Source: an optimization exercise on an open RTL-to-GDS flow (aim: small area, a short achievable clock period and few clock cycles). Production flows keep margins and buffers that such runs may drop. Function was checked by simulation only, so behaviour that the tests miss may differ from the original. Power is estimated from default activity; no workload was simulated.

==> inputs of 10-25 <==
==> flow/design.v <==
`timescale 1ns / 1ps
module fifo(
  input clk,
  input rst_n,
  input [7:0] r,
  input own,            
  input vld_next,
  input rd_enb,
  output a_q,           
  output vld,
  output [7:0] dout
);
  reg a, v;
  reg [7:0] ra;
  wire rd = rd_enb & v;
  always @(posedge clk)
    if (own & ~a) ra <= r;
  always @(posedge clk)
    if (!rst_n) begin
      a <= 1'b0; v <= 1'b0;
    end else begin
      a <= v & ~rd_enb;
      v <= vld_next;
    end
  assign a_q = a;
  assign vld = v;
  assign dout = ra;
endmodule
`timescale 1ns / 1ps
module router_top(clock,resetn,pkt_valid,read_enb_0,read_enb_1,read_enb_2,data_in,
                  busy,err,vld_out_0,vld_out_1,vld_out_2,data_out_0,data_out_1,data_out_2);
  input [7:0] data_in;
  input pkt_valid,clock,resetn,read_enb_0,read_enb_1,read_enb_2;
  output [7:0] data_out_0,data_out_1,data_out_2;
  output vld_out_0,vld_out_1,vld_out_2,err,busy;
  reg busy_q, in_pkt, pe, err_q, rv;
  reg [1:0] addr;       
  reg [7:0] r, par;
  wire [2:0] a, vld;
  wire [2:0] rdq = {read_enb_2, read_enb_1, read_enb_0};
  wire [2:0] own = {rv & (addr == 2'd2), rv & (addr == 2'd1), rv & (addr == 2'd0)};
  wire a_o = a[addr];                       
  wire stuck = rv & a_o;
  wire take = ~busy_q & (in_pkt | pkt_valid);
  wire [1:0] tgt = in_pkt ? addr : data_in[1:0];
  wire [2:0] hit = {tgt == 2'd2, tgt == 2'd1, tgt == 2'd0};
  wire [2:0] keep = vld & ~rdq;             
  wire [2:0] vld_next = keep | (take ? hit : (own & a));
  fifo fifo_0(clock, resetn, r, own[0], vld_next[0], read_enb_0, a[0], vld_out_0, data_out_0);
  fifo fifo_1(clock, resetn, r, own[1], vld_next[1], read_enb_1, a[1], vld_out_1, data_out_1);
  fifo fifo_2(clock, resetn, r, own[2], vld_next[2], read_enb_2, a[2], vld_out_2, data_out_2);
  assign vld = {vld_out_2, vld_out_1, vld_out_0};
  always @(posedge clock)
    if (!resetn) begin
      busy_q <= 1'b0; in_pkt <= 1'b0; pe <= 1'b0; err_q <= 1'b0; rv <= 1'b0;
    end else begin
      in_pkt <= take ? pkt_valid : in_pkt;
      rv <= take | stuck;
      busy_q <= take ? keep[tgt] : (stuck & ~rdq[addr]);
      pe <= take & in_pkt & ~pkt_valid;         
      err_q <= pe & (|par);
    end
  always @(posedge clock) begin
    if (take) addr <= tgt;
    if (!stuck) r <= data_in;
    if (!in_pkt) par <= data_in;
    else if (!busy_q) par <= par ^ data_in;
  end
  assign busy = busy_q;
  assign err = err_q;
endmodule
==> flow/run.sh <==
#!/bin/bash
# synth_recipe.tcl (not shown) runs the flow's synth.tcl, then flattens the netlist and writes it again
# the make line also repeats each setting of config.mk as NAME=value (left out here)
make -C /OpenROAD-flow-scripts/flow DESIGN_CONFIG=/design/flow/config.mk WORK_HOME=/design/flow/orfs CLKGATE_MAP_FILE= SYNTH_SCRIPT=/design/flow/synth_recipe.tcl finish
==> flow/config.mk <==
export PLATFORM = sky130hd
export DESIGN_NAME = router_top
export DESIGN_NICKNAME = router_top
export VERILOG_FILES = /design/flow/design.v
export SDC_FILE = /design/flow/constraint.sdc
export NUM_CORES = 4
export LEC_CHECK = 0
export CAP_MARGIN = 20
export CORE_MARGIN = 2
export CORE_UTILIZATION = 40
export SETUP_SLACK_MARGIN = 3.3
export SLEW_MARGIN = 20
==> flow/constraint.sdc <==
create_clock -name core_clock -period 5.0 [get_ports {clock}]
set_input_delay 1.0000 -clock core_clock [delete_from_list [all_inputs] [get_ports {clock}]]
set_output_delay 1.0000 -clock core_clock [all_outputs]
set_load 0.01 [all_outputs]
==> 12-10 (differences from 10-25) <==
==> flow/design.v, changed modules only <==
module fifo(
  input clk,
  input rst_n,
  input [7:0] r,
  input load,
  input vld_next,
  output vld,
  output [7:0] dout
);
  reg v;
  reg [7:0] ra;
  always @(posedge clk)
    if (load) ra <= r;
  always @(posedge clk)
    if (!rst_n) v <= 1'b0;
    else v <= vld_next;
  assign vld = v;
  assign dout = ra;
endmodule
module router_top(clock,resetn,pkt_valid,read_enb_0,read_enb_1,read_enb_2,data_in,
                  busy,err,vld_out_0,vld_out_1,vld_out_2,data_out_0,data_out_1,data_out_2);
  input [7:0] data_in;
  input pkt_valid,clock,resetn,read_enb_0,read_enb_1,read_enb_2;
  output [7:0] data_out_0,data_out_1,data_out_2;
  output vld_out_0,vld_out_1,vld_out_2,err,busy;
  reg busy_q, in_pkt, err_q, rv;
  reg [1:0] addr;       
  reg [7:0] r, par;
  wire [2:0] vld = {vld_out_2, vld_out_1, vld_out_0};
  wire [2:0] rdq = {read_enb_2, read_enb_1, read_enb_0};
  wire take = ~busy_q & (in_pkt | pkt_valid);
  wire [1:0] tgt = in_pkt ? addr : data_in[1:0];
  wire [1:0] addr_n = take ? tgt : addr;
  wire [2:0] hit = {addr_n == 2'd2, addr_n == 2'd1, addr_n == 2'd0};
  wire [2:0] at = {addr == 2'd2, addr == 2'd1, addr == 2'd0};
  wire [2:0] keep = vld & ~rdq;             
  wire [2:0] load = {3{rv & ~busy_q}} & at;
  wire [2:0] vld_next = keep | ({3{take | busy_q}} & hit);
  fifo fifo_0(clock, resetn, r, load[0], vld_next[0], vld_out_0, data_out_0);
  fifo fifo_1(clock, resetn, r, load[1], vld_next[1], vld_out_1, data_out_1);
  fifo fifo_2(clock, resetn, r, load[2], vld_next[2], vld_out_2, data_out_2);
  always @(posedge clock)
    if (!resetn) begin
      busy_q <= 1'b0; in_pkt <= 1'b0; err_q <= 1'b0; rv <= 1'b0;
    end else begin
      in_pkt <= take ? pkt_valid : in_pkt;
      rv <= take | busy_q;
      busy_q <= (take | busy_q) & keep[addr_n];
      err_q <= take & in_pkt & ~pkt_valid & (|(par ^ data_in));
    end
  always @(posedge clock) begin
    addr <= addr_n;
    if (!busy_q) r <= data_in;
    if (!in_pkt) par <= data_in;
    else if (!busy_q) par <= par ^ data_in;
  end
  assign busy = busy_q;
  assign err = err_q;
endmodule
SETUP_SLACK_MARGIN = 3.5   (was 3.3)
==> flow_metrics.env <==
export IMPL_dr_total_vias=1010
export IMPL_status="finished clean"
export IMPL_finalCriticalPeriod_ns=1.81
export IMPL_power_frac_comb_pct=11.0
export IMPL_leakage_nw=0.931
export IMPL_power_w=0.000846
export IMPL_via_per_inst=4.68
export IMPL_ff_latch_area_um2=1390
# the run above: 12-10

==> flow_metrics.env <==
export IMPL_dr_total_vias=1163
export IMPL_power_w=0.000834
export IMPL_via_per_inst=4.69
export IMPL_status="finished clean"
export IMPL_n_all_buffers=51
export IMPL_ff_latch_area_um2=1490
export IMPL_yosysWarnings=2
# the run above: 10-25

Testbench counts of 10-25, summed over its fixed seeds: cycles 28,230.
Testbench counts of 12-10, summed over its fixed seeds: cycles 28,229.


==> v18: inputs <==
Starts from the design.v that is shown in full above.
make LEC_CHECK=0 CAP_MARGIN=20 CORE_MARGIN=2 CORE_UTILIZATION=40 SETUP_SLACK_MARGIN=3.5 SLEW_MARGIN=20 finish   # period 5.0 ns
run.sh (not shown) runs the stock make flow with config.mk's settings and CLKGATE_MAP_FILE= SYNTH_SCRIPT=/design/flow/synth_recipe.tcl, a recipe that flattens the netlist after the stock synthesis.
==> inputs of v8, as changes to v18 <==
==> flow/design.v, changed modules only <==
module fifo(
  input clk,
  input rst_n,
  input [7:0] r,
  input load,
  input vld_next,
  output vld,
  output [7:0] dout
);
  reg v;
  reg [7:0] ra;
  always @(posedge clk)
    if (load) ra <= r;
  always @(posedge clk)
    if (!rst_n) v <= 1'b0;
    else v <= vld_next;
  assign vld = v;
  assign dout = ra;
endmodule
module router_top(clock,resetn,pkt_valid,read_enb_0,read_enb_1,read_enb_2,data_in,
                  busy,err,vld_out_0,vld_out_1,vld_out_2,data_out_0,data_out_1,data_out_2);
  input [7:0] data_in;
  input pkt_valid,clock,resetn,read_enb_0,read_enb_1,read_enb_2;
  output [7:0] data_out_0,data_out_1,data_out_2;
  output vld_out_0,vld_out_1,vld_out_2,err,busy;
  reg busy_q, in_pkt, pe, err_q, rv;
  reg [1:0] addr;       
  reg [7:0] r, par;
  wire [2:0] vld = {vld_out_2, vld_out_1, vld_out_0};
  wire [2:0] rdq = {read_enb_2, read_enb_1, read_enb_0};
  wire take = ~busy_q & (in_pkt | pkt_valid);
  wire [1:0] tgt = in_pkt ? addr : data_in[1:0];
  wire [1:0] addr_n = take ? tgt : addr;
  wire [2:0] hit = {addr_n == 2'd2, addr_n == 2'd1, addr_n == 2'd0};
  wire [2:0] at = {addr == 2'd2, addr == 2'd1, addr == 2'd0};
  wire [2:0] keep = vld & ~rdq;             
  wire [2:0] load = {3{rv & ~busy_q}} & at;
  wire [2:0] vld_next = keep | ({3{take | busy_q}} & hit);
  fifo fifo_0(clock, resetn, r, load[0], vld_next[0], vld_out_0, data_out_0);
  fifo fifo_1(clock, resetn, r, load[1], vld_next[1], vld_out_1, data_out_1);
  fifo fifo_2(clock, resetn, r, load[2], vld_next[2], vld_out_2, data_out_2);
  always @(posedge clock)
    if (!resetn) begin
      busy_q <= 1'b0; in_pkt <= 1'b0; pe <= 1'b0; err_q <= 1'b0; rv <= 1'b0;
    end else begin
      in_pkt <= take ? pkt_valid : in_pkt;
      rv <= take | busy_q;
      busy_q <= (take | busy_q) & keep[addr_n];
      pe <= take & in_pkt & ~pkt_valid;         
      err_q <= pe & (|par);                      
    end
  always @(posedge clock) begin
    addr <= addr_n;
    if (!busy_q) r <= data_in;
    if (!in_pkt) par <= data_in;
    else if (!busy_q) par <= par ^ data_in;
  end
  assign busy = busy_q;
  assign err = err_q;
endmodule
Settings changed: SETUP_SLACK_MARGIN 3.5 to 3.2.
==> inputs of v29, as changes to v18 <==
==> flow/design.v, changed modules only <==
module fifo(
  input clk,
  input rst_n,
  input [7:0] din,
  input wr,
  input rd_enb,
  output vld,
  output full_next,
  output [7:0] dout
);
  reg c1, c2;           
  reg wp, rp;           
  reg [7:0] m0, m1;
  wire rd = rd_enb & c1;
  always @(posedge clk) begin
    if (!c2 && !wp) m0 <= din;
    if (!c2 && wp) m1 <= din;
  end
  always @(posedge clk)
    if (!rst_n) begin
      c1 <= 1'b0; c2 <= 1'b0; wp <= 1'b0; rp <= 1'b0;
    end else begin
      if (wr) wp <= ~wp;
      if (rd) rp <= ~rp;
      c1 <= wr | c2 | (c1 & ~rd);
      c2 <= ~rd & (c2 | (c1 & wr));
    end
  assign full_next = ~rd & (c2 | (c1 & wr));
  assign vld = c1;
  assign dout = rp ? m0 : m1;
endmodule
module router_top(clock,resetn,pkt_valid,read_enb_0,read_enb_1,read_enb_2,data_in,
                  busy,err,vld_out_0,vld_out_1,vld_out_2,data_out_0,data_out_1,data_out_2);
  input [7:0] data_in;
  input pkt_valid,clock,resetn,read_enb_0,read_enb_1,read_enb_2;
  output [7:0] data_out_0,data_out_1,data_out_2;
  output vld_out_0,vld_out_1,vld_out_2,err,busy;
  reg busy_q, in_pkt, pe, err_q;
  reg [1:0] addr;
  reg [7:0] par;
  wire take = ~busy_q & (in_pkt | pkt_valid);
  wire [1:0] tgt = in_pkt ? addr : data_in[1:0];
  wire [2:0] wr = {take & (tgt == 2'd2), take & (tgt == 2'd1), take & (tgt == 2'd0)};
  wire [2:0] full_next;
  wire in_pkt_next = take ? pkt_valid : in_pkt;
  fifo fifo_0(clock, resetn, data_in, wr[0], read_enb_0, vld_out_0, full_next[0], data_out_0);
  fifo fifo_1(clock, resetn, data_in, wr[1], read_enb_1, vld_out_1, full_next[1], data_out_1);
  fifo fifo_2(clock, resetn, data_in, wr[2], read_enb_2, vld_out_2, full_next[2], data_out_2);
  always @(posedge clock)
    if (!resetn) begin
      busy_q <= 1'b0; in_pkt <= 1'b0; pe <= 1'b0; err_q <= 1'b0;
    end else begin
      in_pkt <= in_pkt_next;
      busy_q <= in_pkt_next ? full_next[tgt] : |full_next;
      pe <= take & in_pkt & ~pkt_valid;         
      err_q <= pe & (|par);
    end
  always @(posedge clock) begin
    addr <= tgt;
    if (!in_pkt) par <= data_in;
    else if (!busy_q) par <= par ^ data_in;
  end
  assign busy = busy_q;
  assign err = err_q;
endmodule
Settings changed: SETUP_SLACK_MARGIN 3.5 to 3.0.
==> load_flow_metrics.sql <==
INSERT INTO impl_metrics (metric_group, metric, value, unit) VALUES
('sta', 'timing.fmax', '549', 'MHz'),
('power', 'comb-power', '67.3', 'µW'),
('synth', 'post_synth_main_area_contributors', 'sky130_fd_sc_hd__edfxtp_1 (67%), sky130_fd_sc_hd__dfxtp_1 (11%), sky130_fd_sc_hd__xnor2_1 (3.9%)', ''),
('synth', 'synth_seq_cells', '50', ''),
('die', 'rows', '24', ''),
('critical_path', 'crit_path_cell_trace', 'buf_2', ''),
('detailed_routing', 'drt_wl_total', '3.12', 'mm'),
('detailed_routing', 'route.detailed.vias_per_inst', '5.02', ''),
('clock_network', 'clkSlewWorstSetupHoldPaths', '90', 'ps'),
('run_status', 'status', 'timing/DRC/antenna clean', ''),
('synth', 'synth_cell_area', '1790', 'µm²'),
('power', 'switching_share', '20.8', '%');
The numbers above come from v8.

==> load_flow_metrics.sql <==
INSERT INTO impl_metrics (metric_group, metric, value, unit) VALUES
('grt', 'via_count_of_the_first_global_routing_pass', '1693', ''),
('synth', 'post_synth_main_area_contributors', 'sky130_fd_sc_hd__edfxtp_1 (58%), sky130_fd_sc_hd__dfxtp_1 (12%), sky130_fd_sc_hd__mux2_2 (9.3%)', ''),
('sta', 'timing.fmax', '440', 'MHz'),
('detailed_routing', 'route.detailed.vias_per_inst', '4.74', ''),
('synth', 'synth_cell_area', '2890', 'µm²'),
('critical_path', 'crit_path_cell_trace', 'buf_12 > mux2_4 > buf_6', ''),
('die', 'rows', '31', ''),
('run_status', 'status', 'timing/DRC/antenna clean', ''),
('power', 'switching_share', '22.2', '%'),
('power', 'comb-power', '163', 'µW');
The numbers above come from v29.

==> load_flow_metrics.sql <==
INSERT INTO impl_metrics (metric_group, metric, value, unit) VALUES
('synth', 'synth_seq_cells', '53', ''),
('synth', 'post_synth_main_area_contributors', 'sky130_fd_sc_hd__edfxtp_1 (64%), sky130_fd_sc_hd__dfxtp_1 (11%), sky130_fd_sc_hd__xnor2_1 (3.6%)', ''),
('synth', 'synth_cell_area', '1960', 'µm²'),
('power', 'comb-power', '88.4', 'µW'),
('sta', 'timing.fmax', '542', 'MHz'),
('run_status', 'status', 'timing/DRC/antenna clean', ''),
('die', 'rows', '25', ''),
('clock_network', 'clkSlewWorstSetupHoldPaths', '100', 'ps'),
('detailed_routing', 'route.detailed.vias_per_inst', '4.82', '');
The numbers above come from v18.

Testbench counts of v18, summed over its fixed seeds: cycles 28,230.
Testbench counts of v8, summed over its fixed seeds: cycles 28,230.
Testbench counts of v29, summed over its fixed seeds: cycles 28,230.

port drivers added, routing unchanged:
How much do the figures lean on ideal ports? The routed layouts below were timed once more, with nothing changed but the port constraints.
Step 1 sets driving cells, clkbuf_16 on the clock port and buf_2 on the other inputs (assumed; they add their load-dependent delay and slew).
Step 2, shift: input delay + t, output delay - t, t = (earliest + latest rising clock arrival at the registers) / 2. This alone moves slack from input paths to output paths.
a / b / c = ideal / step 1 / step 2; a / b = the first two.
| run | shift t [ns] | setup slack, ns | hold WS [ns] | clock arrival spread, ns | pins driven straight from the clock port |
|---|---|---|---|---|---|
| 10-25 | 0.335 | 3.146 / 3.120 / 3.008 | 0.416 / 0.416 / 0.416 | 0.010 / 0.010 | 1 |
| 12-10 | 0.311 | 3.191 / 3.168 / 2.960 | 0.476 / 0.476 / 0.476 | 0.009 / 0.009 | 1 |
| v18 | 0.336 | 3.157 / 3.129 / 3.002 | 0.425 / 0.425 / 0.425 | 0.005 / 0.005 | 1 |
| v8 | 0.314 | 3.177 / 3.155 / 2.923 | 0.430 / 0.430 / 0.430 | 0.010 / 0.010 | 1 |
| v29 | 0.363 | 2.729 / 2.702 / 2.673 | 0.436 / 0.436 / 0.436 | 0.009 / 0.010 | 1 |
After both steps every run listed still meets setup and hold. For v8, which loses most, drivers alone change the setup slack by -0.022 ns; drivers and shift together by -0.254 ns.
